What follows belongs to an exercise in optimizing a design on an open flow for small area; a production flow would make more cautious choices.
At most, simulation tests tie the RTL to the original design; equivalence was not proved.
No activity file was given, so power comes from the tool's default toggle rates.

Setup of the baseline:
==> flow/design.v <==
module lpf_stage_sub	(	in,
				w,
				v,
				k,
				d);
input	[19:0]	in;
input	[19:0]	w;
input	[19:0]	v;
input	[3:0]	k;
output	[20:0]	d;
wire	[20:0]	cs;
wire	[19:0]	s;
wire	[20:0]	a;
wire	[14:0]	keep;
wire	[20:0]	nvm;
wire	[21:0]	cd;
assign cs[0] = 1'b0;
genvar j;
generate
	for (j = 0; j < 20; j = j + 1) begin : g_s
		assign s[j] = in[j] ^ w[j] ^ cs[j];
		assign cs[j+1] = (in[j] & w[j]) | (cs[j] & (in[j] ^ w[j]));
	end
	for (j = 0; j < 15; j = j + 1) begin : g_m
		assign keep[j] = (k <= j);
	end
endgenerate
assign a = {s[19], s[19], s[19:1]};
assign nvm = ~{v[19], v[19:15], v[14:0] & keep};
assign cd[0] = 1'b1;
generate
	for (j = 0; j < 21; j = j + 1) begin : g_d
		assign d[j] = a[j] ^ nvm[j] ^ cd[j];
		assign cd[j+1] = (a[j] & nvm[j]) | (cd[j] & (a[j] ^ nvm[j]));
	end
endgenerate
endmodule
module lpf_stage_acc	(	v,
				d,
				k,
				vn);
input	[19:0]	v;
input	[20:0]	d;
input	[3:0]	k;
output	[19:0]	vn;
wire signed	[20:0]	ds = d;
wire	[20:0]	shf = ds >>> k;
wire	[19:0]	sh = shf[19:0];
wire	[20:0]	c;
assign c[0] = 1'b0;
genvar j;
generate
	for (j = 0; j < 20; j = j + 1) begin : g_v
		assign vn[j] = v[j] ^ sh[j] ^ c[j];
		assign c[j+1] = (v[j] & sh[j]) | (c[j] & (v[j] ^ sh[j]));
	end
endgenerate
endmodule
module lpf_cascade	(	clk,
				rst,
				sample_clk,
				k,
				vin,
				vout,
				vout_valid);
input		clk;
input		rst;
input		sample_clk;
input	[3:0]	k;
input	[13:0]	vin;
output	[19:0]	vout;
output		vout_valid;
reg		vout_valid;
reg		sample_clk_old;
reg	[13:0]	vin_h;
reg	[3:0]	k_h;
reg	[2:0]	ph;
reg	[1:0]	clr_n;
reg		pend;
reg		run;
reg		run2;
reg	[19:0]	V0, V1, V2, V3, V4;
reg	[19:0]	W0, W1, W2, W3, W4;
reg	[20:0]	d_r;
wire		sample = sample_clk & !sample_clk_old;
wire		ph4 = (ph == 3'd4);
wire		clr = (clr_n != 2'd0);
wire	[19:0]	in = (ph4 & !clr) ? {vin_h, 6'b000000} : V1;
wire	[20:0]	d;
wire	[19:0]	vn;
lpf_stage_sub	SUB	(	.in(in),
				.w(W0),
				.v(V0),
				.k(k_h),
				.d(d));
lpf_stage_acc	ACC	(	.v(V4),
				.d(d_r),
				.k(k_h),
				.vn(vn));
assign vout = V3;
always @(posedge clk) begin
	sample_clk_old <= sample_clk & !rst;
	if (sample)
		vin_h <= vin;
	if (rst)
		k_h <= 4'd0;
	else if (sample)
		k_h <= k;
	if (rst) begin
		ph <= 3'd3;
		clr_n <= 2'd2;
		pend <= 1'b0;
		run <= 1'b0;
		run2 <= 1'b0;
		vout_valid <= 1'b0;
	end else begin
		ph <= ph4 ? 3'd0 : ph + 3'd1;
		if (ph4) begin
			if (clr)
				clr_n <= clr_n - 2'd1;
			run <= (pend | sample) & (clr_n[1] == 1'b0);
			pend <= (pend | sample) & clr_n[1];
		end else begin
			pend <= pend | sample;
		end
		run2 <= run;
		vout_valid <= run2 & (ph == 3'd1);
	end
	d_r <= d & {21{run}};
	V0 <= V1;
	V1 <= V2;
	V2 <= V3;
	V3 <= (rst | clr) ? 20'd0 : vn;
	V4 <= V0;
	W0 <= W1;
	W1 <= W2;
	W2 <= W3;
	W3 <= W4;
	W4 <= (run | clr) ? in : W0;
end
endmodule
==> flow/config.mk <==
export PLATFORM = sky130hd
export DESIGN_NAME = lpf_cascade
export DESIGN_NICKNAME = lpf_cascade
export VERILOG_FILES = /design/flow/design.v
export SDC_FILE = /design/flow/constraint.sdc
export NUM_CORES = 4
export LEC_CHECK = 0
export ABC_AREA = 1
export CAP_MARGIN = 20
export CORE_MARGIN = 2
export CORE_UTILIZATION = 65
export PLACE_DENSITY = 0.8
export SLEW_MARGIN = 20
==> flow/constraint.sdc <==
create_clock -name core_clock -period 10.0 [get_ports {clk}]
set_input_delay 2.0000 -clock core_clock [delete_from_list [all_inputs] [get_ports {clk}]]
set_output_delay 2.0000 -clock core_clock [all_outputs]
set_load 0.01 [all_outputs]
standard.sh (not shown) runs the stock make flow with config.mk's settings and CLKGATE_MAP_FILE= SYNTH_SCRIPT=/design/flow/synth_recipe.tcl, a recipe that flattens the netlist after the stock synthesis.
==> flow/flow/run.sh <==
#!/bin/bash
# Standard ORFS layout (the standard.sh) with a single small buffer on
# each port and a clock tree built from small clock buffers without dummy
# loads. Each tool's output goes to standard.log.
set -euo pipefail
export BUFFER_PORTS_ARGS="-buffer_cell sky130_fd_sc_hd__buf_1"
export CTS_ARGS="-sink_clustering_enable -repair_clock_nets -dont_use_dummy_load -buf_list {sky130_fd_sc_hd__clkbuf_4} -sink_clustering_size 10 -sink_clustering_max_diameter 40"
bash standard.sh > standard.log 2>&1
--- input diff the baseline..the candidate ---
--- a/flow/design.v
+++ b/flow/design.v
@@ -75,13 +75,12 @@
 reg	[13:0]	vin_h;
 reg	[3:0]	k_h;
 reg	[2:0]	ph;
 reg	[1:0]	clr_n;
 reg		pend;
 reg		run;
-reg		run2;
 reg	[19:0]	V0, V1, V2, V3, V4;
 reg	[19:0]	W0, W1, W2, W3, W4;
 reg	[20:0]	d_r;
 wire		sample = sample_clk & !sample_clk_old;
 wire		ph4 = (ph == 3'd4);
 wire		clr = (clr_n != 2'd0);
@@ -108,26 +107,24 @@
 		k_h <= k;
 	if (rst) begin
 		ph <= 3'd3;
 		clr_n <= 2'd2;
 		pend <= 1'b0;
 		run <= 1'b0;
-		run2 <= 1'b0;
 		vout_valid <= 1'b0;
 	end else begin
 		ph <= ph4 ? 3'd0 : ph + 3'd1;
 		if (ph4) begin
 			if (clr)
 				clr_n <= clr_n - 2'd1;
 			run <= (pend | sample) & (clr_n[1] == 1'b0);
 			pend <= (pend | sample) & clr_n[1];
 		end else begin
 			pend <= pend | sample;
 		end
-		run2 <= run;
-		vout_valid <= run2 & (ph == 3'd1);
+		vout_valid <= run & (ph == 3'd1);
 	end
 	d_r <= d & {21{run}};
 	V0 <= V1;
 	V1 <= V2;
 	V2 <= V3;
 	V3 <= (rst | clr) ? 20'd0 : vn;
Notes after the runs:
Delta (the candidate minus the baseline): number of multi-input logic gates decreased 3, share of the final layout cell area in multi-input gates decreased 0.90 points, total of flip-flops plus latches after synthesis decreased 1, die area decreased about 2.2%. The non-filler instance count after layout on the baseline is in line with that on the candidate. Against the baseline, the candidate reports a fmax that is higher. The period utilization in the candidate was lower than what the baseline gave. The count of fill cells added during filler insertion of the candidate falls short of that of the baseline by 1.0%. In the candidate the transition time at the pin with the least slew margin turned out 68 ps higher than in the baseline. The candidate vs the baseline: total net switching power down slightly. [compare] base=the baseline new=the candidate: worst setup slack climbed 75 ps; number of vias in the routed layout climbed 40; minimum clock period after layout dropped 75 ps.
Only the layout flow was run in the baseline; the RTL was not checked for function there.

[re-timing with driven ports]
Ports are ideal in the flow. The routed layouts listed here were re-timed in OpenROAD. Step 1 assumes that a clkbuf_16 drives the clock port and a buf_2 every other input. Step 2, shift: input delay + t, output delay - t, t = (earliest + latest rising clock arrival at the registers) / 2. This alone moves slack from input paths to output paths. a / b / c = ideal ports / drivers / drivers and shift; a / b = the first two.
| run | shift t [ns] | setup slack, ns | hold slack, ns | worst register clock-pin slew, ns |
|---|---|---|---|---|
| the baseline | 0.644 | 0.461 / 0.461 / 0.461 | 0.299 / 0.299 / 0.299 | 0.11 / 0.11 |
| the candidate | 0.655 | 0.536 / 0.536 / 0.536 | 0.313 / 0.313 / 0.313 | 0.10 / 0.10 |
After both steps setup and hold are still met in every run listed.
